This is an optimization exercise on Yosys and OpenROAD, whose aim is small area and few clock cycles per item, not a production implementation.
The RTL was checked by simulation tests, not by an equivalence proof against the original design.
The flow treats the clock pin as an ideal source, which a real chip does not have.
No activity file was given, so power comes from the tool's default toggle rates.

<file path="design/flow/design.v">
module MUX16 (in0, in1, select, out);
    input[15:0] in0;
    input[15:0] in1;
    input select;
    output reg[15:0] out;
    always @(in0 or in1 or select)
        begin
        case(select)
        0 : out = in0;
        1 : out = in1;
        default: out = in0;
        endcase
        end
endmodule
module MUX4 (in0, in1, select, out);
    input[3:0] in0;
    input[3:0] in1;
    input select;
    output reg[3:0] out;
    always @(in0 or in1 or select)
        begin
        case(select)
        0 : out = in0;
        1 : out = in1;
        default: out = in0;
        endcase
        end
endmodule
module MUX16_3_input (in0, in1, in2, select, out);
    input[15:0] in0;
    input[15:0] in1;
    input [15:0] in2;
    input [1:0] select;
    output reg[15:0] out;
    always @(in0 or in1 or in2 or select)
        begin
        case(select)
        2'b00 : out = in0;
        2'b01 : out = in1;
        2'b10 : out = in2;
        default: out = in0;
        endcase
        end
endmodule
module adder( pc_add, imm, shiftout);
  input [15:0] pc_add;
  input [15:0] imm;
  output [15:0] shiftout;
  assign shiftout = pc_add + imm;
endmodule
module sign_ext_4_16(
  imm_4, imm_16);
  input [3:0] imm_4;
  output[15:0] imm_16;
  assign imm_16 = {{12{imm_4[3]}}, imm_4};
endmodule  
module sign_ext_8_16(
  imm_8, imm_16);
  input [7:0] imm_8;
  output[15:0] imm_16;
  assign imm_16 = {{8{imm_8[7]}}, imm_8};
endmodule  
module sign_ext_12_16(
  imm_12, imm_16);
  input [11:0] imm_12;
  output[15:0] imm_16;
  assign imm_16 = {{4{imm_12[11]}}, imm_12};
endmodule  
module control(
    opcode,
    dmem_wen,
    rf_wen,
    alu_op,
    alusrc,
    regdest,
    branch,
    mem2reg,
    lhb_llb_con1,
    s5,
    s6,
    s7,
    jal,
    jr,
    exec, 
    lw
  );
 input[3:0] opcode;
 output reg dmem_wen;
 output reg rf_wen;
 output reg[2:0] alu_op;
 output reg alusrc;
 output reg regdest;
 output reg branch;
 output reg mem2reg;
 output reg lhb_llb_con1;
 output reg s5;
 output reg s6;
 output reg s7;
 output reg jal;
 output reg jr;
 output reg exec;
 output reg lw; 
always @ (*)
begin
  dmem_wen=1;
  rf_wen=0;
  alu_op=3'b000;
  alusrc=0;
  regdest=1;
  branch=0;
  mem2reg=0;
  lhb_llb_con1 = 0;
  s5 = 0;
  s6 = 1;
  s7 = 0;
  jal = 0;
  jr = 0;
  exec = 0;
  lw = 0;
  if ( (opcode==4'b0000) || (opcode==4'b0001) || (opcode==4'b0010) || (opcode==4'b0011) )
  begin
    dmem_wen=1;
    rf_wen=1;
    alu_op=opcode[2:0];
    alusrc=0;
    regdest=1;
    branch=0;
    mem2reg=0;
    lhb_llb_con1 = 0;
    s5 = 0;
    s6 = 1;
    s7 = 0; 
    jal = 0; 
    jr = 0;
    exec = 0;
    lw=0;
  end
  if ( (opcode==4'b0100) || (opcode==4'b0101) || (opcode==4'b0110) || (opcode==4'b0111) )
  begin
    dmem_wen=1;
    rf_wen=1;
    alu_op=opcode[2:0];
    alusrc=1;
    regdest=1;
    branch=0;
    mem2reg=0;
    lhb_llb_con1 = 0;
    s5 = 0;
    s6 = 1;
    s7 = 0;
    jal=0;
    jr = 0;
    exec = 0;
    lw=0;
  end
  if (opcode==4'b1000)
  begin
    dmem_wen=1;
    rf_wen=1;
    alu_op=3'b000;
    alusrc=1;
    regdest=1;
    branch=0;
    mem2reg=1;
    lhb_llb_con1 = 0;
    s5 = 0;
    s6 = 1;
    s7 = 0;
    jal=0;
    jr = 0;
    exec =0;
    lw=1;
  end
  if (opcode==4'b1001)
  begin
    dmem_wen=0;
    rf_wen=0;
    alu_op=3'b000;
    alusrc=1;
    regdest=0;
    branch=0;
    lhb_llb_con1 = 1;
    s5 = 0;
    s6 = 1;
    jal=0;
    jr = 0;
    exec = 0;
    lw=0;
    mem2reg=0;
  end
  if((opcode == 4'b1010)) 
  begin
    dmem_wen = 1;
    alu_op = 3'b010;
    rf_wen = 1;
    regdest = 1;
    branch = 0;
    lhb_llb_con1 = 1;
    mem2reg=0;
    alusrc = 0;
    s5 = 1;
    s6 = 0;
    s7 = 0;
    jal=0;
    jr = 0;
    exec = 0;
    lw=0;
  end
  if(opcode == 4'b1011)
  begin
    dmem_wen = 1;
    rf_wen = 1;
    regdest = 1;
    mem2reg=0;
    s7 = 1;
    branch = 0;
    jal=0;
    jr = 0;
    exec = 0;
    lw=0;
  end 
  if(opcode == 4'b1101)
  begin
    dmem_wen=1;
    rf_wen=1;
    alu_op=3'b000;  
    branch=0;
    jal = 1;
    mem2reg=0;
    lhb_llb_con1 = 0;
    s5 = 0;
    s6 = 1;
    s7 = 0;
    jr = 0;
    exec = 0;
    lw=0;
  end
  if(opcode == 4'b1110)
  begin
    dmem_wen = 1;
    rf_wen = 0;
    branch = 0;
    lhb_llb_con1 = 1;
    mem2reg=0;
    jal = 0;
    s5 = 0;
    s6 = 1;
    s7 = 0;
    jr = 1;
    exec = 0;
    lw=0;
  end
  if(opcode == 4'b1111)
  begin
    dmem_wen = 1;
    rf_wen = 0;
    branch = 0;
    mem2reg=0;
    lhb_llb_con1 = 1;
    jal = 0;
    s5 = 0;
    s6 = 1;
    s7 = 0;
    jr = 0;
    exec = 1;
    lw=0;
  end
  if((opcode == 4'b1100))
  begin
    s7 = 0;
    dmem_wen=1;
    rf_wen=0;
    branch=1;
    jal=0;
    jr = 0;
    mem2reg=0;
  end
end
endmodule
module dp_mux2i(input a, input b, input s, output y);
  assign y = ~(s ? b : a);
endmodule
module dp_mux2(input a, input b, input s, output y);
  assign y = s ? b : a;
endmodule
module alu_shift(
  input         en,       
  input  [1:0]  op,       
  input  [3:0]  k,
  input  [15:0] a,
  output [15:0] rot,
  output [15:0] sk,
  output [15:0] sfn
);
  wire        right = op[0] ^ op[1];          
  wire        rl    = op[0] & op[1];
  wire [3:1]  m     = k[3:1] ^ {3{right}};
  wire        sel0  = ~right & ~k[0];
  wire        sel1  = k[0];
  wire        sel2  = right & ~k[0];
  wire [15:0] s1, s2, s3;
  genvar i;
  generate for (i = 0; i < 16; i = i + 1) begin : st
    c_aoi222  m1(.a1(sel0), .a2(a[i]), .b1(sel1), .b2(a[(i+15)%16]), .c1(sel2), .c2(a[(i+14)%16]),
                 .y(s1[i]));                                                
    dp_mux2i  m2(.a(s1[i]), .b(s1[(i+14)%16]), .s(m[1]), .y(s2[i]));        
    dp_mux2i  m3(.a(s2[i]), .b(s2[(i+12)%16]), .s(m[2]), .y(s3[i]));        
    dp_mux2i  m4(.a(s3[i]), .b(s3[(i+8)%16]),  .s(m[3]), .y(rot[i]));       
  end endgenerate
  wire [15:0] lo;
  dp_therm th(.force1(rl), .k(k), .lo(lo));
  wire el = en & ~right;
  wire er = en & right;
  wire ef = en & op[1] & ~op[0] & a[15];
  generate for (i = 0; i < 16; i = i + 1) begin : mk
    dp_ao2  u(.s1(el), .d1(lo[i]), .s2(er), .d2(lo[15-i]), .y(sk[i]));
    dp_ornot f(.a(lo[15-i]), .b(ef), .y(sfn[i]));
  end endgenerate
endmodule
module dp_therm(input force1, input [3:0] k, output [15:0] lo);
  assign lo = {16{force1}} | (16'hFFFF << k);
endmodule
module dp_ao2(input s1, d1, s2, d2, output y);
  assign y = (s1 & d1) | (s2 & d2);
endmodule
module dp_ornot(input a, b, output y);
  assign y = a | ~b;
endmodule
module c_aoi222(input a1, a2, b1, b2, c1, c2, output y);
  assign y = ~((a1 & a2) | (b1 & b2) | (c1 & c2));
endmodule
module c_aoi21(input a1, a2, b, output y);
  assign y = ~((a1 & a2) | b);
endmodule
module c_nand2(input a, b, output y);
  assign y = ~(a & b);
endmodule
module c_nand3(input a, b, c, output y);
  assign y = ~(a & b & c);
endmodule
module c_nand4(input a, b, c, d, output y);
  assign y = ~(a & b & c & d);
endmodule
module c_nand5(input a, b, c, d, e, output y);
  assign y = ~(a & b & c & d & e);
endmodule
module c_nand6(input a, b, c, d, e, f, output y);
  assign y = ~(a & b & c & d & e & f);
endmodule
module c_inv(input a, output y);
  assign y = ~a;
endmodule
module dp_ao7(input s1, d1, s2, d2, s3, d3, s4, d4, s5, d5, s6, d6, s7, d7, output y);
  wire n1, n2, n3;
  c_aoi222 u1(.a1(s1), .a2(d1), .b1(s2), .b2(d2), .c1(s3), .c2(d3), .y(n1));
  c_aoi222 u2(.a1(s4), .a2(d4), .b1(s5), .b2(d5), .c1(s6), .c2(d6), .y(n2));
  c_nand2  u3(.a(s7), .b(d7), .y(n3));
  c_nand3  o(.a(n1), .b(n2), .c(n3), .y(y));
endmodule
module dp_ao8(input s1, d1, s2, d2, s3, d3, s4, d4, s5, d5, s6, d6, s7, d7, s8n, output y);
  wire n1, n2, n3;
  c_aoi222 u1(.a1(s1), .a2(d1), .b1(s2), .b2(d2), .c1(s3), .c2(d3), .y(n1));
  c_aoi222 u2(.a1(s4), .a2(d4), .b1(s5), .b2(d5), .c1(s6), .c2(d6), .y(n2));
  c_nand2  u3(.a(s7), .b(d7), .y(n3));
  c_nand4  o(.a(n1), .b(n2), .c(n3), .d(s8n), .y(y));
endmodule
module dp_ao10(input s1, d1, s2, d2, s3, d3, s4, d4, s5, d5, s6, d6, s7, d7, s8, d8, s9, d9,
               input s10n, output y);
  wire n1, n2, n3;
  c_aoi222 u1(.a1(s1), .a2(d1), .b1(s2), .b2(d2), .c1(s3), .c2(d3), .y(n1));
  c_aoi222 u2(.a1(s4), .a2(d4), .b1(s5), .b2(d5), .c1(s6), .c2(d6), .y(n2));
  c_aoi222 u3(.a1(s7), .a2(d7), .b1(s8), .b2(d8), .c1(s9), .c2(d9), .y(n3));
  c_nand4  o(.a(n1), .b(n2), .c(n3), .d(s10n), .y(y));
endmodule
module dp_ao4(input s1, d1, s2, d2, s3, d3, s4, d4, output y);
  wire n1, n2;
  c_aoi222 u1(.a1(s1), .a2(d1), .b1(s2), .b2(d2), .c1(s3), .c2(d3), .y(n1));
  c_nand2  u2(.a(s4), .b(d4), .y(n2));
  c_nand2  o(.a(n1), .b(n2), .y(y));
endmodule
module dp_ao3(input s1, d1, s2, d2, s3, d3, output y);
  wire n1;
  c_aoi222 u1(.a1(s1), .a2(d1), .b1(s2), .b2(d2), .c1(s3), .c2(d3), .y(n1));
  c_inv    o(.a(n1), .y(y));
endmodule
module dp_gp(input a, b, output g, p);
  assign g = a & b;
  assign p = a ^ b;
endmodule
module dp_pfx(input gh, ph, gl, pl, output g, p);
  assign g = gh | (ph & gl);
  assign p = ph & pl;
endmodule
module dp_xor(input a, b, output y);
  assign y = a ^ b;
endmodule
module dp_add(input [15:0] a, input [15:0] b, input cin,
              output [15:0] s, output [15:0] g, output [15:0] p);
  genvar i, l;
  generate for (i = 0; i < 16; i = i + 1) begin : gp
    dp_gp u(.a(a[i]), .b(b[i]), .g(g[i]), .p(p[i]));
  end endgenerate
  wire [15:0] G [0:4];
  wire [15:0] P [0:4];
  dp_a21o c0(.a1(p[0]), .a2(cin), .b(g[0]), .y(G[0][0]));
  assign P[0][0] = 1'b0;                       
  generate for (i = 1; i < 16; i = i + 1) begin : l0
    assign G[0][i] = g[i];
    assign P[0][i] = p[i];
  end endgenerate
  generate for (l = 0; l < 4; l = l + 1) begin : lv
    for (i = 0; i < 16; i = i + 1) begin : n
      if (i & (1 << l)) begin : c
        localparam integer J = ((i >> l) << l) - 1;
        if (J < (1 << l)) begin : grey            
          dp_a21o u(.a1(P[l][i]), .a2(G[l][J]), .b(G[l][i]), .y(G[l+1][i]));
          assign P[l+1][i] = 1'b0;
        end else begin : black
          dp_pfx u(.gh(G[l][i]), .ph(P[l][i]), .gl(G[l][J]), .pl(P[l][J]),
                   .g(G[l+1][i]), .p(P[l+1][i]));
        end
      end else begin : w
        assign G[l+1][i] = G[l][i];
        assign P[l+1][i] = P[l][i];
      end
    end
  end endgenerate
  dp_xor x0(.a(p[0]), .b(cin), .y(s[0]));
  generate for (i = 1; i < 16; i = i + 1) begin : sm
    dp_xor x(.a(p[i]), .b(G[4][i-1]), .y(s[i]));
  end endgenerate
endmodule
module dp_ha(input a, b, output s, c);
  assign s = a ^ b;
  assign c = a & b;
endmodule
module dp_inc(input [15:0] a, output [15:0] y);
  wire [3:0] gc;                        
  assign gc[0] = 1'b1;
  assign gc[1] = &a[3:0];
  assign gc[2] = gc[1] & (&a[7:4]);
  assign gc[3] = gc[2] & (&a[11:8]);
  genvar g, i;
  generate for (g = 0; g < 4; g = g + 1) begin : grp
    wire [4:0] c;
    assign c[0] = gc[g];
    for (i = 0; i < 4; i = i + 1) begin : b
      dp_ha h(.a(a[4*g+i]), .b(c[i]), .s(y[4*g+i]), .c(c[i+1]));
    end
  end endgenerate
endmodule
module dp_wdec(input rst, input wen, input [3:0] waddr, output [15:1] we);
  wire [3:0] hi, lo;
  genvar k;
  generate for (k = 0; k < 4; k = k + 1) begin : pd
    assign hi[k] = wen & (waddr[3:2] == k);
    assign lo[k] = waddr[1:0] == k;
  end endgenerate
  generate for (k = 1; k < 16; k = k + 1) begin : d
    dp_a21o u(.a1(hi[k/4]), .a2(lo[k%4]), .b(rst), .y(we[k]));
  end endgenerate
endmodule
module dp_a21o(input a1, a2, b, output y);
  assign y = (a1 & a2) | b;
endmodule
module rf_bit(input [15:1] s, input [15:1] r, output y);
  wire [4:0] n;
  genvar g;
  generate for (g = 0; g < 5; g = g + 1) begin : grp
    c_aoi222 u(.a1(s[3*g+1]), .a2(r[3*g+1]), .b1(s[3*g+2]), .b2(r[3*g+2]),
               .c1(s[3*g+3]), .c2(r[3*g+3]), .y(n[g]));
  end endgenerate
  c_nand5 o(.a(n[0]), .b(n[1]), .c(n[2]), .d(n[3]), .e(n[4]), .y(y));
endmodule
module rf_bit_x(input [15:1] s, input [15:1] r, input xs, input x, output y);
  wire [5:0] n;
  genvar g;
  generate for (g = 0; g < 5; g = g + 1) begin : grp
    c_aoi222 u(.a1(s[3*g+1]), .a2(r[3*g+1]), .b1(s[3*g+2]), .b2(r[3*g+2]),
               .c1(s[3*g+3]), .c2(r[3*g+3]), .y(n[g]));
  end endgenerate
  c_nand2 x5(.a(xs), .b(x), .y(n[5]));
  c_nand6 o(.a(n[0]), .b(n[1]), .c(n[2]), .d(n[3]), .e(n[4]), .f(n[5]), .y(y));
endmodule
module rf_read(
  input  [3:0]  addr,
  input  [15:0] r1, r2, r3, r4, r5, r6, r7, r8, r9, r10, r11, r12, r13, r14, r15,
  output [15:0] q
);
  wire [15:1] s;
  genvar g, b;
  generate for (g = 1; g < 16; g = g + 1) begin : dec
    assign s[g] = addr == g;
  end endgenerate
  wire [16*15-1:0] all = {r15, r14, r13, r12, r11, r10, r9, r8, r7, r6, r5, r4, r3, r2, r1};
  generate for (b = 0; b < 16; b = b + 1) begin : bits
    wire [15:1] col;
    for (g = 1; g < 16; g = g + 1) begin : c
      assign col[g] = all[16*(g-1) + b];
    end
    rf_bit u(.s(s), .r(col), .y(q[b]));
  end endgenerate
endmodule
module rf_read_x(
  input         en,
  input  [3:0]  addr,
  input         xs,
  input  [15:0] x,
  input  [15:0] r1, r2, r3, r4, r5, r6, r7, r8, r9, r10, r11, r12, r13, r14, r15,
  output [15:0] q
);
  wire [15:1] s;
  genvar g, b;
  generate for (g = 1; g < 16; g = g + 1) begin : dec
    assign s[g] = en & (addr == g);
  end endgenerate
  wire [16*15-1:0] all = {r15, r14, r13, r12, r11, r10, r9, r8, r7, r6, r5, r4, r3, r2, r1};
  generate for (b = 0; b < 16; b = b + 1) begin : bits
    wire [15:1] col;
    for (g = 1; g < 16; g = g + 1) begin : c
      assign col[g] = all[16*(g-1) + b];
    end
    rf_bit_x u(.s(s), .r(col), .xs(xs), .x(x[b]), .y(q[b]));
  end endgenerate
endmodule
module phase1_top(
    input clk,
    input rst,
    output [15:0] imem_addr,
    input  [15:0] imem_rdata,
    output [15:0] dmem_addr,
    output [15:0] dmem_wdata,
    output        dmem_we,
    input  [15:0] dmem_rdata
);
reg  [15:0] pc;     
reg         xm;     
reg         pend;   
reg         lwb;    
reg  [3:0]  pr;
reg  [15:0] lb;
reg         fz, fv, fn;
reg  [15:0] R [1:15];
wire [15:0] ir = imem_rdata;
wire [3:0]  op = ir[15:12];
wire [3:0]  ra = ir[11:8];
wire [3:0]  rb = ir[7:4];
wire [3:0]  rc = ir[3:0];
wire is_alu = ~op[3];
wire is_lw  = op == 4'b1000;
wire is_sw  = op == 4'b1001;
wire is_lhb = op == 4'b1010;
wire is_llb = op == 4'b1011;
wire is_br  = op == 4'b1100;
wire is_jal = op == 4'b1101;
wire is_jr  = op == 4'b1110;
wire is_ex  = op == 4'b1111;
wire is_rel = is_br | is_jal;              
wire is_as  = ~op[3] & ~op[2] & ~op[1];    
wire sub    = op == 4'b0001;
wire [3:0]  addr_b = (op[3] | op[2]) ? ra : rc;
wire use_a = is_alu | is_lw | is_sw;
wire use_b = (~op[3] & ~op[2]) | is_sw | is_lhb | ((is_jr | is_ex) & ~xm);
wire hazard = pend & ((use_a & (rb == pr)) | (use_b & (addr_b == pr)) | (is_ex & ~xm));
wire hold   = hazard;
wire exe    = ~hold;                       
wire ctl    = exe & ~xm;                   
wire        iwen  = exe & (is_alu | is_lhb | is_llb | (is_jal & ~xm));
wire [3:0]  iwa   = (is_jal & ~xm) ? 4'd15 : ra;
wire        pwr   = pend & ~iwen;          
wire        wen   = iwen | pwr;
wire [3:0]  waddr = pwr ? pr : iwa;
wire        w_res = ~rst & ~pwr;
wire        w_dm  = ~rst & pwr & lwb;
wire        w_lb  = ~rst & pwr & ~lwb;
wire [15:0] pc_inc;
dp_inc INC(.a(pc), .y(pc_inc));
wire [15:0] rda, rdb;
rf_read_x RA(.en(~is_rel), .addr(rb), .xs(is_rel), .x(pc),
           .r1(R[1]), .r2(R[2]), .r3(R[3]), .r4(R[4]), .r5(R[5]),
           .r6(R[6]), .r7(R[7]), .r8(R[8]), .r9(R[9]), .r10(R[10]), .r11(R[11]),
           .r12(R[12]), .r13(R[13]), .r14(R[14]), .r15(R[15]), .q(rda));
rf_read RB(.addr(addr_b),
           .r1(R[1]), .r2(R[2]), .r3(R[3]), .r4(R[4]), .r5(R[5]),
           .r6(R[6]), .r7(R[7]), .r8(R[8]), .r9(R[9]), .r10(R[10]), .r11(R[11]),
           .r12(R[12]), .r13(R[13]), .r14(R[14]), .r15(R[15]), .q(rdb));
wire s_sh   = ~op[3] & op[2];            
wire [15:0] imm = is_jal ? {{4{ir[11]}}, ir[11:0]} :
                  is_br  ? {{8{ir[7]}}, ir[7:0]} : {{12{rc[3]}}, rc};
wire [15:0] add_b = op[3] ? imm : (rdb ^ {16{sub}});
wire [15:0] sum, g, p;
dp_add ADD(.a(rda), .b(add_b), .cin(sub | is_rel), .s(sum), .g(g), .p(p));
wire [15:0] rot, sk, sfn;
alu_shift SH(.en(w_res & s_sh), .op(op[1:0]), .k(rc), .a(rda), .rot(rot), .sk(sk), .sfn(sfn));
wire s_sum  = w_res & is_as;
wire s_g    = w_res & (op[3:1] == 3'b001);    
wire s_p    = w_res & (op == 4'b0011);
wire s_lo   = w_res & is_lhb;                 
wire s_llb_lo = w_res & is_llb;               
wire s_lhb_hi = w_res & is_lhb;               
wire s_sx   = w_res & is_llb;                 
wire s_link = w_res & is_jal;
wire [15:0] res;
genvar gi;
generate for (gi = 0; gi < 16; gi = gi + 1) begin : rs
  if (gi < 8) begin : lo
    dp_ao10 u(.s1(s_sum), .d1(sum[gi]), .s2(s_g), .d2(g[gi]), .s3(s_p), .d3(p[gi]),
              .s4(sk[gi]), .d4(rot[gi]), .s5(s_lo), .d5(rdb[gi]), .s6(s_llb_lo), .d6(ir[gi]),
              .s7(s_link), .d7(pc_inc[gi]), .s8(w_dm), .d8(dmem_rdata[gi]), .s9(w_lb), .d9(lb[gi]),
              .s10n(sfn[gi]), .y(res[gi]));
  end else begin : hi
    dp_ao10 u(.s1(s_sum), .d1(sum[gi]), .s2(s_g), .d2(g[gi]), .s3(s_p), .d3(p[gi]),
              .s4(sk[gi]), .d4(rot[gi]), .s5(s_lhb_hi), .d5(ir[gi-8]), .s6(s_sx), .d6(ir[7]),
              .s7(s_link), .d7(pc_inc[gi]), .s8(w_dm), .d8(dmem_rdata[gi]), .s9(w_lb), .d9(lb[gi]),
              .s10n(sfn[gi]), .y(res[gi]));
  end
end endgenerate
wire v_new = is_as & (rda[15] == add_b[15]) & (sum[15] != rda[15]);
wire z_new = res == 16'h0000;
wire n_new = (is_as & ~v_new) ? sum[15] : fn;
reg cond;
always @(*) begin
  case (ra)
    4'd0: cond = fz;
    4'd1: cond = ~fz;
    4'd2: cond = ~fz & ~fn;
    4'd3: cond = fn;
    4'd4: cond = fz | ~fn;
    4'd5: cond = fn | fz;
    4'd6: cond = fv;
    4'd7: cond = 1'b1;
    default: cond = 1'b0;
  endcase
end
wire taken  = ctl & ((is_br & cond) | is_jal);
wire to_reg = ctl & (is_jr | is_ex);
wire n_hold = ~rst & hold;
wire n_reg  = ~rst & to_reg;
wire n_tk   = ~rst & taken;
wire n_inc  = ~rst & exe & ~to_reg & ~taken;
wire [15:0] npc;
generate for (gi = 0; gi < 16; gi = gi + 1) begin : np
  dp_ao4 u(.s1(n_hold), .d1(pc[gi]), .s2(n_reg), .d2(rdb[gi]), .s3(n_inc), .d3(pc_inc[gi]),
           .s4(n_tk), .d4(sum[gi]), .y(npc[gi]));      
end endgenerate
assign imem_addr = npc;
wire [15:0] wd = res;
wire [15:1] wek;
dp_wdec WDEC(.rst(rst), .wen(wen), .waddr(waddr), .we(wek));
integer k;
always @(posedge clk) begin
  for (k = 1; k < 16; k = k + 1)
    if (wek[k]) R[k] <= wd;
end
wire lw_go = exe & is_lw & (ra != 4'd0);
always @(posedge clk) begin
  if (rst) begin
    pc   <= 16'h0000;
    xm   <= 1'b0;
    pend <= 1'b0;
    fz   <= 1'b0;
    fv   <= 1'b0;
    fn   <= 1'b0;
  end else begin
    if (!(ctl & is_ex)) pc <= npc;
    if (exe) xm <= ~xm & is_ex;
    pend <= lw_go | (pend & iwen & (iwa != pr));
    if (exe & is_alu) begin
      fz <= z_new;
      fv <= v_new;
      fn <= n_new;
    end
  end
  lwb <= lw_go;
  if (lw_go) pr <= ra;
  if (lwb) lb <= dmem_rdata;
end
assign dmem_addr  = sum;
assign dmem_wdata = rdb;
assign dmem_we    = ~rst & exe & is_sw;
endmodule
</file>
<file path="design/flow/flow/recover.tcl">
# After clock tree synthesis and its timing repair: downsize cells on paths
# with slack to spare, then legalize the placement again.
repair_timing -recover_power 100 -setup_margin 0.2 -verbose
detailed_placement
check_placement -verbose
</file>
<file path="design/flow/config.mk">
export PLATFORM = sky130hd
export DESIGN_NAME = phase1_top
export DESIGN_NICKNAME = phase1_top
export VERILOG_FILES = /design/flow/design.v
export SDC_FILE = /design/flow/constraint.sdc
export NUM_CORES = 4
export LEC_CHECK = 0
export CAP_MARGIN = 20
export CORE_MARGIN = 2
export CORE_UTILIZATION = 60
export CTS_BUF_LIST = sky130_fd_sc_hd__clkbuf_4
export SETUP_SLACK_MARGIN = 0.15
export SLEW_MARGIN = 20
export SYNTH_HIERARCHICAL = 1
</file>
<file path="design/flow/flow/run.sh">
#!/bin/bash
# Layout flow: the standard flow (standard.sh: unchanged synthesis and
# steps) with three changes: the port buffers are sky130_fd_sc_hd__buf_2
# instead of the cell buffer_ports picks by default, clock tree synthesis
# inserts no dummy loads and puts at most 8 flip-flops on a leaf buffer, and after clock tree synthesis cells on paths
# with slack to spare are downsized (recover.tcl). ORFS writes each tool's
# output to orfs/logs; make's own output goes to flow.log here.
set -euo pipefail
here=$(cd "$(dirname "$0")" && pwd)
export BUFFER_PORTS_ARGS="-buffer_cell sky130_fd_sc_hd__buf_2"
export CTS_ARGS="-sink_clustering_enable -repair_clock_nets -buf_list sky130_fd_sc_hd__clkbuf_4 -sink_clustering_size 8 -sink_clustering_max_diameter 50 -dont_use_dummy_load"
export POST_CTS_TCL="$here/recover.tcl"
bash standard.sh finish > flow.log 2>&1
</file>
<file path="design/flow/standard.sh">
#!/bin/bash
# synth_recipe.tcl (not shown) runs the flow's synth.tcl, then flattens the netlist and writes it again
# the make line also repeats each setting of config.mk as NAME=value (left out here)
make -C /OpenROAD-flow-scripts/flow DESIGN_CONFIG=/design/flow/config.mk WORK_HOME=/design/flow/orfs CLKGATE_MAP_FILE= SYNTH_SCRIPT=/design/flow/synth_recipe.tcl "${@:-finish}"
</file>
<file path="design/flow/constraint.sdc">
create_clock -name core_clock -period 8.0 [get_ports {clk}]
set_input_delay 1.6000 -clock core_clock [delete_from_list [all_inputs] [get_ports {clk}]]
set_output_delay 1.6000 -clock core_clock [all_outputs]
set_load 0.01 [all_outputs]
</file>
==> results of run 1 <==
## Yosys cell counts (all sizes together) (6+ instances only)
cell	number
o21ai	19
buf	43
nor2b	12
nor4	6
nand4	21
and4b	7
and2	18
a21o	47
a22o	17
clkbuf	14
nand2	95
o21a	6
edfxtp	260
inv	12
nor4b	8
xor2	23
and4bb	6
dfxtp	22
a21oi	29
and3	20
nand2b	25
nand3	40
mux2i	56
ha	33
nor3	10
and4	17
nor3b	7
a222oi	241
nor2	37
xnor2	14
## metal layers
metal / GRT usage / vias to the layer above
met1: 0.540 / 6549
met2: 0.620 / 1143
li1: - / 5694
met5: 0 / -
met4: 0.148 / 6
met3: 0.0954 / 180
## per-module statistics from Yosys (local to each module, per instance), a selection
module,cells inside,copies in the design
dp_mux2i,1,48
dp_inc,7,1
dp_add,22,1
phase1_top,552,1
rf_read_x,22,1
dp_pfx,2,14
dp_wdec,8,1
dp_ha,1,16
c_nand4,1,16
dp_ao2,1,16
rf_read,19,1
c_nand6,2,16
dp_ornot,1,16
dp_therm,25,1
## report_power, final
group	total, mW	internal (mW)	switching, mW
Clock	0.724	0.246	0.478
Sequential	1.90	1.81	0.0874
Combinational	0.997	0.332	0.665
Total	3.62	2.39	1.23
## area by class of cell
cell class / count / area [sq um]
antenna: 1 / 2.50
clock buffer: 43 / 323
fill: 1976 / 8390
inverter: 12 / 45.0
multi-input combinational: 868 / 6960
sequential: 282 / 8250
tap: 330 / 413
timing repair buffer: 175 / 942
## path summary, 6_finish.rpt
kind	end	slack, ps	cells past startpoint
min reg2reg	fv	490	2
min	fv	490	2
max reg2reg	fz	2830	16
max	imem_addr[14]	330	19
## worst min-delay path, stage by stage (launching register included)
cell and delay, ps:
dfxtp_1 320, nand2_1 60, a21oi_1 50
## registers in the layout (all words and copies together) (netlist names)
signal / flops
lb: 16
fn: 1
fv: 1
xm: 1
pend: 1
pc: 16
fz: 1
R: 240
pr: 4
lwb: 1
## metrics by stage
step	setup WS [ps]	total power [mW]	util	std cells	instance area, sq um
finish	326	3.62	0.669	1711	16900
global route	138	3.74	0.669	1711	16900
detailed placement	298	2.90	0.658	1659	16700
global placement	412	2.89	0.658	1659	16700
floorplan	652	2.49	-	1219	15500
## logic make-up after synthesis
family,synth area share
flops,0.531
compound gates,0.221
simple gates,0.135
fa+ha+maj,0.0266
xor+xnor,0.0209
buf+inv,0.0285
mux,0.0361
other cells,0.000484
==> impl_metrics.toml, run 1 <==
[global_routing]
grt_pass1_vias = 12585
grt_overflow = 0
antenna_found_initial = 4
grt_max_degree = 52
track_usage = 0.396
grt_pass1_wl_um = 78900

[worst_setup_path]
critPathMaxFanout = 19
worstPathRequired_ps = 6400
critPathTopFamily = "simple AND/OR/NAND/NOR gates"
critical_path.cell_chain = "buf_2 > nor2b_4 > nand2_1 > nand3b_1 > buf_4 > nor2_1 > buf_4 > a222oi_1 > and4_1 > nand3_1 > ha_1 > a21o_1 > a21o_1 > a21o_1 > a21o_1 > xor2_1 > nand2_1 > nand2_1 > buf_2"
start_kind = "input port"
criticalPathCategory = "in -> out"
slowest_stage = "ha_1"
r2r_start = "xm"
crit_path_start = "imem_rdata[14]"
path_buf_inv = 4
worstSetupEndpointType = "primary output"
cpMostUsedCell = "a21o_1"
cp_slowest_stage_delay_ps = 480
cp.arrival_ps = 6070

[route]
drt-total-wl_um = 54600
wl_met2_um = 24400
ant_nets = 0
drt_iter0_drc = 3376
drt-met1-wl_um = 20500
drc_errors = 0
avgRoutedWirePerCell_um = 31.9
first_pass_iters = 22
via_per_inst = 7.93
met3_length_um = 7360
vias = 13572
routed.top_layer = "met5"

[cells_and_area]
syn_to_final_growth_pct = 9.06
final_cell_mix = "edfxtp_1 (260), a222oi_1 (241), nand2_1 (95)"
nets = 1449
drive_gt1_frac = 0.140
layout_commonest_cell = "edfxtp_1"

[sta]
fmax_mhz = 130
max-slew-margin-rel = 0.264
hold_slack_ps = 487
finalCritPeriodShare = 0.959
hold_viol = 0
drv_slew = 0
worst_slew_pin_slew_ps = 1100
post-route-min-period_ps = 7670
fin_skew_ps = 77.0
rsz0062_at_grt = "yes"
setup_tns_ps = 0
setup_viol = 0

[logic_synthesis]
avgSynthCellArea_sq_um = 12.7
synth-seq-area-share = 0.531
yosysTopAreaCell = "edfxtp_1"
synth_cell_types = 69
netlist_instances = 1219
ys_ff_latch = 282
synth-main-ff-cell = "edfxtp_1"
synth_top_area_share = 0.503
yosysWarnings = 10
syn_area_sq_mm = 0.0155
syn_nets = 1286
synth_edf_count = 260
yosys-top-cells-area = "edfxtp_1 (50%), a222oi_1 (16%), mux2i_1 (3.6%), dfxtp_1 (2.8%), ha_1 (2.7%)"
synth-async-reset-ratio = 0

[die]
die_w_um = 165
io-pin-count = 83
row_count = 58
core_sq_mm = 0.0253
die-area_sq_mm = 0.0272
die_h_um = 165
initial_utilization = 0.613

[hold_path]
min-delay-start = "fv"
min_path_type = "reg -> reg"

[cts]
clock_latency_ps = 720
cts.clk_slew.worst_paths_ps = 50
cts_tree = "done"
cts.sinks = 282

[placed_design]
dp_hpwl_um = 39800
port_buffers = 82
place_congestion = 1.01

[outcome]
outcome = "complete, no violations"

[run]
drv_cap = 0

[power_and_ir_drop]
p_leak_nw = 6.38
peakVddDrop_mv = 0.169
cellPowerDensity_mw_per_mm2 = 214
Testbench counts, summed over its fixed seeds: cycles 10,331, instructions 10,191.
==> run 2, diff against run 1 <==
--- a/design/flow/flow/run.sh
+++ b/design/flow/flow/run.sh
@@ -4,5 +4,7 @@
 # instead of the cell buffer_ports picks by default, clock tree synthesis
 # inserts no dummy loads and puts at most 8 flip-flops on a leaf buffer, and after clock tree synthesis cells on paths
-# with slack to spare are downsized (recover.tcl). ORFS writes each tool's
+# with slack to spare are downsized (recover.tcl). Timing-driven global
+# placement keeps none of its trial buffering (GPL_KEEP_OVERFLOW=0); the
+# timing repair after clock tree synthesis does that work. ORFS writes each tool's
 # output to orfs/logs; make's own output goes to flow.log here.
 set -euo pipefail
@@ -11,3 +13,4 @@
 export CTS_ARGS="-sink_clustering_enable -repair_clock_nets -buf_list sky130_fd_sc_hd__clkbuf_4 -sink_clustering_size 8 -sink_clustering_max_diameter 50 -dont_use_dummy_load"
 export POST_CTS_TCL="$here/recover.tcl"
+export GPL_KEEP_OVERFLOW=0
 bash standard.sh finish > flow.log 2>&1
--- a/design/flow/config.mk
+++ b/design/flow/config.mk
@@ -10,5 +10,5 @@
 export CORE_UTILIZATION = 60
 export CTS_BUF_LIST = sky130_fd_sc_hd__clkbuf_4
-export SETUP_SLACK_MARGIN = 0.15
+export SETUP_SLACK_MARGIN = 0.2
 export SLEW_MARGIN = 20
 export SYNTH_HIERARCHICAL = 1
==> impl_metrics.toml, run 2 <==
[global_routing]
met1_usage = 0.560
grt_overflow = 0
grt_max_degree = 52
grt_pass1_vias = 13049
use_met2 = 0.643
antenna_found_initial = 2
grt_pass1_wl_um = 83700
grt_util_met3 = 0.135
track_usage = 0.430
busiest_layer = "met2"

[logic_synthesis]
syn_nets = 1286
yosysWarnings = 10
synth-main-ff-cell = "edfxtp_1"
yosysMostFrequentCell = "edfxtp_1"
synth-seq-area-share = 0.531
synth_top_area_share = 0.503
yosysTopAreaCell = "edfxtp_1"
synth_edf_count = 260
netlist_instances = 1219
synth-async-reset-ratio = 0
syn_area_sq_mm = 0.0155
synth_common_cells = "edfxtp_1 (260), a222oi_1 (241), nand2_1 (95)"
synth_cell_types = 69
yosys-top-cells-area = "edfxtp_1 (50%), a222oi_1 (16%), mux2i_1 (3.6%), dfxtp_1 (2.8%), ha_1 (2.7%)"
avgSynthCellArea_sq_um = 12.7
ys_ff_latch = 282

[cells_and_area]
layout_commonest_cell = "edfxtp_1"
fin_cells = 1669
nets = 1406
largest_reg_flops = 240
final_cell_mix = "edfxtp_1 (260), a222oi_1 (241), nand2_1 (95)"
final_area_sq_mm = 0.0170
utilization = 0.672
reg.largest.list = "R: 240 flops, lb: 16 flops, pc: 16 flops"
syn_to_final_growth_pct = 9.52
drive_gt1_frac = 0.152
largest-register = "R"
fillers = 1949

[hold_path]
min-delay-start = "fv"
hold_path_depth = 2
hold_end = "fv"
min_path_type = "reg -> reg"

[worst_setup_path]
rr_worst_depth = 18
critPathMaxFanout = 19
worstPathRequired_ps = 8590
rr_endpoint = "fz"
start_kind = "input port"
cp.arrival_ps = 8270
r2r_start = "R[4][3]"
criticalPathCategory = "in -> reg"
worstSetupEndpointType = "flip-flop"
worst-r2r-setup-slack_ps = 2120

[cts]
clock_latency_ps = 720
cts_tree = "done"
cts.clk_slew.worst_paths_ps = 100
cts.sinks = 282

[sta]
rsz0062_at_grt = "yes"
setup_tns_ps = 0
hold_slack_ps = 482
worst_slew_pin_slew_ps = 1150
post-route-min-period_ps = 7680
finalCritPeriodShare = 0.960
setup_viol = 0
hold_viol = 0
drv_slew = 0
max-slew-margin-rel = 0.233
worst_slack_ps = 321
fmax_mhz = 130
fin_skew_ps = 118

[route]
vias = 13766
drt_iter0_drc = 3165
ant_nets = 0
first_pass_iters = 13
drc_errors = 0
avgRoutedWirePerCell_um = 35.3
drt-total-wl_um = 58900
via_per_inst = 8.25

[die]
initial_utilization = 0.613
die_h_um = 165
die-area_sq_mm = 0.0272
row_count = 58
core_sq_mm = 0.0253
die_w_um = 165
io-pin-count = 83

[placed_design]
dp_hpwl_um = 39700
pre_cts_ws_ps = -1300
dp_cells = 1607
place_congestion = 0.989
post_dp_cell_area_sq_mm = 0.0164
port_buffers = 82

[run]
drv_cap = 0

[power_and_ir_drop]
p_leak_nw = 6.35
finalPower_mw = 3.61
peakVddDrop_mv = 0.202
cellPowerDensity_mw_per_mm2 = 213

[outcome]
outcome = "complete, no violations"
[run 2: cell counts after synthesis]
No cell type changed its count.
[run 2: worst max path at each step]
| stage | start | to | cells after the start |
|---|---|---|---|
| 2_1_floorplan | imem_rdata[14] | imem_addr[15] | 20 |
| 3_3_place_gp | imem_rdata[13] | fz | 22 |
| 3_5_place_dp | imem_rdata[15] | fz | 23 |
| 5_1_grt | imem_rdata[14] | fz | 23 |
| 6_report | imem_rdata[13] | fz | 22 |
[run 2: cells by family after synthesis]
logic type               after synthesis  share of synthesized area
AO/OA/AOI/OAI                        386                      0.221
XOR/XNOR                              37                     0.0209
adder cells (fa/ha/maj)               33                     0.0266
buffers and inverters                 69                     0.0285
flip-flops                           282                      0.531
multiplexers                          56                     0.0361
other                                  2                   0.000484
AND/OR/NAND/NOR                      354                      0.135
[run 2: cell type report]
cell class,count,area [sq um],share of cell area
Sequential cell,282,8250,0.485
Antenna cell,2,5.00,0.000294
Timing Repair Buffer,129,827,0.0486
Inverter,12,45.0,0.00265
Multi-Input combinational cell,869,7130,0.419
Clock buffer,45,338,0.0199
Tap cell,330,413,0.0243
[run 2: critical path, stage by stage]
cell and delay, ps:
buf_2 380, nor2b_4 110, nand2_1 220, or3b_1 470
nor2_2 580, buf_6 240, a222oi_1 110, nand3_1 220
ha_1 310, a21o_1 220, a21o_1 200, a21o_1 240
a21o_2 300, a21o_1 190, xor2_1 190, a222oi_1 440
nand4_1 760, nor3_1 450, nand3_1 110, nor3_1 650
mux2i_1 150, nor2_1 110
[run 2: power breakdown]
part / total (mW) / switching (mW) / leakage, nW / internal, mW
combinational: 0.989 / 0.675 / 3.30 / 0.314
sequential: 1.89 / 0.0843 / 2.84 / 1.81
clock: 0.731 / 0.474 / 0.207 / 0.257
total: 3.61 / 1.23 / 6.34 / 2.38
[run 2: Yosys stat by module, one instance, submodules excluded, excerpt]
module / flops+latches / cells inside / times used / area [sq um]
alu_shift: 0 / 10 / 1 / 82.6
c_nand4: 0 / 1 / 16 / 6.26
c_nand5: 0 / 2 / 16 / 11.3
dp_ao2: 0 / 1 / 16 / 8.76
dp_gp: 0 / 1 / 16 / 12.5
dp_ha: 0 / 1 / 16 / 12.5
dp_ornot: 0 / 1 / 16 / 6.26
dp_pfx: 0 / 2 / 14 / 13.8
dp_therm: 0 / 25 / 1 / 165
dp_wdec: 0 / 8 / 1 / 62.6
dp_xor: 0 / 1 / 16 / 8.76
phase1_top: 282 / 552 / 1 / 9880
rf_read: 0 / 19 / 1 / 264
[run 2: per-layer routing]
layer  share of wire  wire length, um  up-vias
met5               0                0        -
met4           0.065             3800        0
li1                -                -     5603
met3            0.17             9880      257
met2            0.43            25100     1300
met1            0.34            20100     6606
==> run 3, diff against run 2 <==
==> design/flow/flow/run.sh (replaced) <==
#!/bin/bash
# Layout flow: the standard flow (standard.sh: unchanged synthesis and
# steps) with three changes: the port buffers are sky130_fd_sc_hd__buf_1
# instead of the cell buffer_ports picks by default, clock tree synthesis
# inserts no dummy loads and puts at most 8 flip-flops on a leaf buffer, and after clock tree synthesis cells on paths
# with slack to spare are downsized (recover.tcl). ORFS writes each tool's
# output to orfs/logs; make's own output goes to flow.log here.
set -euo pipefail
here=$(cd "$(dirname "$0")" && pwd)
export BUFFER_PORTS_ARGS="-buffer_cell sky130_fd_sc_hd__buf_1"
export CTS_ARGS="-sink_clustering_enable -repair_clock_nets -buf_list sky130_fd_sc_hd__clkbuf_4 -sink_clustering_size 8 -sink_clustering_max_diameter 50 -dont_use_dummy_load"
export POST_CTS_TCL="$here/recover.tcl"
bash standard.sh finish > flow.log 2>&1
==> impl_metrics.toml, run 3 <==
[logic_synthesis]
synth_top_area_share = 0.503
avgSynthCellArea_sq_um = 12.7
syn_nets = 1286
yosys-top-cells-area = "edfxtp_1 (50%), a222oi_1 (16%), mux2i_1 (3.6%), dfxtp_1 (2.8%), ha_1 (2.7%)"
yosysTopAreaCell = "edfxtp_1"
synth_cell_types = 69
yosysMostFrequentCell = "edfxtp_1"
synth_edf_count = 260
synth-seq-area-share = 0.531
yosysWarnings = 10
synth_common_cells = "edfxtp_1 (260), a222oi_1 (241), nand2_1 (95)"
netlist_instances = 1219
ys_ff_latch = 282
synth-async-reset-ratio = 0
syn_area_sq_mm = 0.0155
synth-main-ff-cell = "edfxtp_1"

[worst_setup_path]
worstPathRequired_ps = 6400
start_kind = "input port"
cp.arrival_ps = 6080
critPathMaxFanout = 9
criticalPathCategory = "in -> out"
worstSetupEndpointType = "primary output"

[cells_and_area]
multi_input_area_sq_mm = 0.00702
final_area_sq_mm = 0.0170
nets = 1461
final_cell_mix = "edfxtp_1 (260), a222oi_1 (241), nand2_1 (95)"
fin_cells = 1724
syn_to_final_growth_pct = 9.52
largest_reg_flops = 240
largest-register = "R"
layout_commonest_cell = "edfxtp_1"
final-seq-area_sq_mm = 0.00825
drive_gt1_frac = 0.121
fillers = 2003
reg.largest.list = "R: 240 flops, lb: 16 flops, pc: 16 flops"

[route]
first_pass_iters = 13
drt-met1-wl_um = 20500
met3_length_um = 7260
via_per_inst = 7.85
drt_iter0_drc = 3299
drt-total-wl_um = 54100
vias = 13542
ant_nets = 0
drc_errors = 0
avgRoutedWirePerCell_um = 31.4
wl_met2_um = 24300
routed.top_layer = "met4"

[sta]
rsz0062_at_grt = "yes"
worst_slew_pin_slew_ps = 1250
fin_skew_ps = 78.3
hold_viol = 0
fmax_mhz = 130
post-route-min-period_ps = 7680
finalCritPeriodShare = 0.960
max-slew-margin-rel = 0.162
setup_tns_ps = 0
setup_viol = 0
drv_slew = 0

[cts]
cts.clk_slew.worst_paths_ps = 70
cts.sinks = 282
cts_tree = "done"
clock_latency_ps = 710

[global_routing]
grt_overflow = 0
antenna_found_initial = 2
grt_pass1_wl_um = 79100
grt_max_degree = 29
track_usage = 0.396
grt_pass1_vias = 12566

[outcome]
outcome = "complete, no violations"

[die]
die-area_sq_mm = 0.0272
core_sq_mm = 0.0253
io-pin-count = 83
initial_utilization = 0.613
row_count = 58
die_w_um = 165
die_h_um = 165

[power_and_ir_drop]
cellPowerDensity_mw_per_mm2 = 213
peakVddDrop_mv = 0.164
p_leak_nw = 6.31

[hold_path]
min_path_type = "reg -> reg"

[placed_design]
port_buffers = 82
place_congestion = 0.997
dp_cells = 1675
post_dp_cell_area_sq_mm = 0.0167
dp_hpwl_um = 40500

[run]
drv_cap = 0
-- run 3: cell counts after synthesis --
Identical to the previous run, type by type.
-- run 3: kinds of logic (layout without fill, tap and decap cells) --
kind of cell | count (synthesis) | in the layout | share of synthesized area
compound gates | 386 | 386 | 0.221
simple gates | 354 | 354 | 0.135
flops | 282 | 282 | 0.531
buf+inv | 69 | 242 | 0.0285
mux | 56 | 56 | 0.0361
xor+xnor | 37 | 37 | 0.0209
fa+ha+maj | 33 | 33 | 0.0266
other cells | 2 | 4 | 0.000484
-- run 3: worst paths after layout --
kind / to / slack, ps / cells after the start / from
hold / removal: fv / 470 / 2 / fv
setup reg to reg: fz / 2790 / 20 / R[4][3]
hold reg to reg: fv / 470 / 2 / fv
setup / recovery: imem_addr[14] / 320 / 20 / imem_rdata[14]
-- run 3: critical path, cell delays in order --
cell and delay [ps]:
clkbuf_2 170, buf_2 210, o21a_1 200, or2_4 300, buf_4 190, and4b_2 340, buf_4 210, a222oi_1 280
and3_1 310, nand3_2 240, a211o_1 350, ha_1 350, and2_1 200, a21o_1 200, a21o_1 190, a21o_1 180
xor2_2 210, nand2_1 80, nand2_1 110, buf_1 150
-- run 3: report_power, final --
part	total [mW]	switching, mW	internal (mW)	leakage [nW]
sequential	1.90	0.0877	1.81	2.84
combinational	0.999	0.666	0.333	3.27
clock	0.731	0.479	0.252	0.202
total	3.63	1.23	2.39	6.31
-- run 3: cell type report --
| cell class | count | area share |
|---|---|---|
| multi-input combinational | 868 | 0.413 |
| sequential | 282 | 0.485 |
| inverter | 12 | 0.00265 |
| clock buffer | 44 | 0.0194 |
| antenna | 2 | 0.000294 |
| tap | 330 | 0.0243 |
| timing repair buffer | 186 | 0.0558 |
-- run 3: Yosys stat by module (local to each module, per instance), excerpt --
module	copies in the design	area [sq um]
dp_mux2i	48	10.0
dp_ha	16	12.5
c_aoi222	240	10.0
rf_read_x	1	105
rf_read	1	264
dp_add	1	165
dp_inc	1	46.3
dp_therm	1	165
-- run 3: through the flow --
step | utilization | power [mW] | hold WS, ps | setup WS, ps
detailed placement | 0.659 | 2.89 | 457 | 191
floorplan | - | 2.49 | 432 | 652
global route | 0.671 | 3.75 | 499 | 168
global placement | 0.659 | 2.88 | 452 | 205
finish | 0.671 | 3.63 | 467 | 322
-- run 3: metal layers --
layer  up-vias  global-route usage
li1       5699                   -
met1      6555               0.544
met2      1126               0.614
met3       162              0.0962
met4         0               0.148
met5         -                   0
==> run 4, diff against run 3 <==
--- a/design/flow/design.v
+++ b/design/flow/design.v
@@ -333,4 +333,7 @@
   assign y = ~((a1 & a2) | b);
 endmodule
+module c_nor2(input a, b, output y);
+  assign y = ~(a | b);
+endmodule
 module c_nand2(input a, b, output y);
   assign y = ~(a & b);
@@ -502,4 +505,7 @@
   end endgenerate
 endmodule
+module rf_ndec #(parameter K = 1) (input [3:0] a, output y);
+  assign y = ~(a == K);
+endmodule
 module rf_read_x(
   input         en,
@@ -513,5 +519,7 @@
   genvar g, b;
   generate for (g = 1; g < 16; g = g + 1) begin : dec
-    assign s[g] = en & (addr == g);
+    wire nd;
+    rf_ndec #(.K(g)) d(.a(addr), .y(nd));
+    c_nor2 o(.a(nd), .b(~en), .y(s[g]));
   end endgenerate
   wire [16*15-1:0] all = {r15, r14, r13, r12, r11, r10, r9, r8, r7, r6, r5, r4, r3, r2, r1};
==> design/flow/flow/run.sh (replaced) <==
#!/bin/bash
# Layout flow: the standard flow (standard.sh: unchanged synthesis and
# steps) with three changes: the port buffers are sky130_fd_sc_hd__buf_2
# instead of the cell buffer_ports picks by default, clock tree synthesis
# inserts no dummy loads and puts at most 8 flip-flops on a leaf buffer, and after clock tree synthesis cells on paths
# with slack to spare are downsized (recover.tcl). ORFS writes each tool's
# output to orfs/logs; make's own output goes to flow.log here.
set -euo pipefail
here=$(cd "$(dirname "$0")" && pwd)
export BUFFER_PORTS_ARGS="-buffer_cell sky130_fd_sc_hd__buf_2"
export CTS_ARGS="-sink_clustering_enable -repair_clock_nets -buf_list sky130_fd_sc_hd__clkbuf_4 -sink_clustering_size 8 -sink_clustering_max_diameter 50 -dont_use_dummy_load"
export POST_CTS_TCL="$here/recover.tcl"
bash standard.sh finish > flow.log 2>&1
==> impl_metrics.toml, run 4 <==
[sta]
setup_viol = 0
fin_skew_ps = 102
max-slew-margin-rel = 0.280
finalCritPeriodShare = 0.963
fmax_mhz = 130
rsz0062_at_grt = "yes"
post-route-min-period_ps = 7700
drv_slew = 0
worst_slew_pin_slew_ps = 1080
worst_slack_ps = 299
hold_viol = 0
setup_tns_ps = 0

[global_routing]
grt_overflow = 0
grt_pass1_vias = 12493
grt_max_degree = 35
track_usage = 0.397
grt_pass1_wl_um = 79300
antenna_found_initial = 2

[route]
first_pass_iters = 14
ant_nets = 0
drc_errors = 0
vias = 13705
via_per_inst = 7.90
drt_iter0_drc = 3233
avgRoutedWirePerCell_um = 31.9
drt-total-wl_um = 55400

[cells_and_area]
nets = 1466
final_cell_mix = "edfxtp_1 (260), a222oi_1 (241), nand2_1 (94)"
largest_reg_flops = 240
reg.largest.list = "R: 240 flops, lb: 16 flops, pc: 16 flops"
largest-register = "R"
layout_commonest_cell = "edfxtp_1"
syn_to_final_growth_pct = 9.48
drive_gt1_frac = 0.145

[cts]
cts.sinks = 282
clock_latency_ps = 740
cts_tree = "done"
cts.clk_slew.worst_paths_ps = 100

[placed_design]
pre_cts_ws_ps = 244
place_congestion = 1.03
port_buffers = 82
dp_hpwl_um = 40700

[logic_synthesis]
synth-async-reset-ratio = 0
synth-main-ff-cell = "edfxtp_1"
ys_ff_latch = 282
avgSynthCellArea_sq_um = 12.7
yosysWarnings = 10
yosysTopAreaCell = "edfxtp_1"
syn_nets = 1295
synth_top_area_share = 0.499
syn_area_sq_mm = 0.0156
yosysMostFrequentCell = "edfxtp_1"
synth_edf_count = 260
synth_cell_types = 70
netlist_instances = 1228
synth_common_cells = "edfxtp_1 (260), a222oi_1 (241), nand2_1 (94)"
yosys-top-cells-area = "edfxtp_1 (50%), a222oi_1 (15%), mux2i_1 (3.6%), dfxtp_1 (2.8%), ha_1 (2.6%)"
synth-seq-area-share = 0.528

[worst_setup_path]
worstSetupEndpointType = "primary output"
cp_slowest_stage_delay_ps = 530
start_kind = "input port"
worst-r2r-setup-slack_ps = 2870
criticalPathCategory = "in -> out"
path_buf_inv = 4
worstPathRequired_ps = 6400
cpMostUsedCell = "a21o_1"
slowest_stage = "ha_1"
critPathMaxFanout = 19
critical_path.cell_chain = "buf_2 > nor2b_4 > nand2_1 > clkinvlp_4 > nor2_1 > clkbuf_1 > a222oi_1 > and4_1 > nand3_1 > ha_1 > a21o_1 > a21o_1 > a21o_1 > a21o_1 > xor2_1 > nand2_1 > nand2_1 > buf_2"
cp.arrival_ps = 6100
critPathTopFamily = "simple AND/OR/NAND/NOR gates"

[die]
core_sq_mm = 0.0258
die_h_um = 165
initial_utilization = 0.605
row_count = 59
die_w_um = 165
die-area_sq_mm = 0.0274
io-pin-count = 83

[power_and_ir_drop]
cellPowerDensity_mw_per_mm2 = 214
finalPower_mw = 3.66
peakVddDrop_mv = 0.160
p_leak_nw = 6.46

[run]
drv_cap = 0

[hold_path]
min_path_type = "reg -> reg"

[outcome]
outcome = "complete, no violations"
## run 4: kinds of logic (layout without fill, tap and decap cells)
group           Yosys count  after routing  synth area share
compound gates          386            386             0.220
simple gates            362            363             0.140
flops                   282            282             0.528
buf+inv                  70            238            0.0286
mux                      56             56            0.0359
xor+xnor                 37             37            0.0207
fa+ha+maj                33             33            0.0264
other cells               2              4          0.000480
## run 4: layout make-up
cell class / count / area, sq um
Antenna cell: 2 / 5.00
Clock buffer: 43 / 323
Fill cell: 2079 / 8720
Inverter: 13 / 52.6
Multi-Input combinational cell: 877 / 7090
Sequential cell: 282 / 8250
Tap cell: 335 / 419
Timing Repair Buffer: 182 / 973
## run 4: worst reg2reg max path: cells and delay by family (launching register included)
| family | cells | cell delay, ps |
|---|---|---|
| AOI/OAI and AO/OA | 8 | 2390 |
| muxes | 1 | 90 |
| buffers and inverters | 2 | 350 |
| xor gates and xnor gates | 2 | 330 |
| DFF | 1 | 410 |
| adders and majority gates | 1 | 300 |
| and+or+nand+nor | 7 | 1180 |
## run 4: final timing paths
check | start | endpoint | depth (start not counted)
max | imem_rdata[14] | imem_addr[15] | 18
max reg2reg | R[4][0] | fz | 21
min reg2reg | fv | fv | 2
min | fv | fv | 2
## run 4: per-stage QoR
stage | std cells | cell area (sq um) | util | hold WS [ps]
floorplan | 1228 | 15600 | - | 432
global placement | 1679 | 16800 | 0.651 | 441
detailed placement | 1679 | 16800 | 0.651 | 453
global route | 1734 | 17100 | 0.662 | 486
finish | 1734 | 17100 | 0.662 | 463
## run 4: per-layer routing
| layer | part of all wire | up-vias | global-route usage |
|---|---|---|---|
| met5 | 0 | - | 0 |
| met4 | 0.049 | 0 | 0.174 |
| met3 | 0.14 | 182 | 0.109 |
| met2 | 0.44 | 1140 | 0.611 |
| met1 | 0.37 | 6625 | 0.531 |
| li1 | - | 5758 | - |
## run 4: report_power, final
part,switching [mW],leakage [nW],internal [mW]
sequential,0.0830,2.84,1.81
clock,0.485,0.198,0.246
combinational,0.692,3.42,0.347
total,1.26,6.46,2.40
## run 4: Yosys stat by module, one instance, submodules excluded, a selection
module | flip-flops and latches | area (sq um) | times used | cells
c_aoi222 | 0 | 10.0 | 240 | 1
c_nand2 | 0 | 3.75 | 48 | 1
c_nand4 | 0 | 6.26 | 16 | 1
dp_a21o | 0 | 7.51 | 30 | 1
dp_add | 0 | 165 | 1 | 22
dp_ha | 0 | 12.5 | 16 | 1
Testbench counts of run 4, summed over its fixed seeds: cycles 10,331, instructions 10,191.

-- what the ideal ports hide --
No port has a modelled driver above. Below, the same layouts with a new extraction and two added sets of constraints.
Step 1 (the two cells are an assumption about what drives the block):
set clk [get_ports {clk}]
set_driving_cell -lib_cell sky130_fd_sc_hd__clkbuf_16 $clk
set_driving_cell -lib_cell sky130_fd_sc_hd__buf_2 [delete_from_list [all_inputs] $clk]
Step 2 times the ports against the registers' clock, not the clock port: input delays grow and output delays shrink by t, the midpoint of the rising clock arrivals with the driver on.
a / b / c = ideal / step 1 / step 2; a / b = the first two.
run | shift t [ns] | setup WS [ns] | pins driven straight from the clock port
run 1 | 0.728 | 0.326 / 0.293 / 0.255 | 1
run 2 | 0.708 | 0.321 / 0.305 / -0.363 | 1
run 3 | 0.722 | 0.322 / 0.301 / 0.135 | 1
run 4 | 0.737 | 0.299 / 0.264 / 0.157 | 1
With both steps, setup timing fails in run 2, where it was met with ideal ports. For run 2, which loses most, drivers alone change the setup slack by -0.016 ns; drivers and shift together by -0.684 ns.
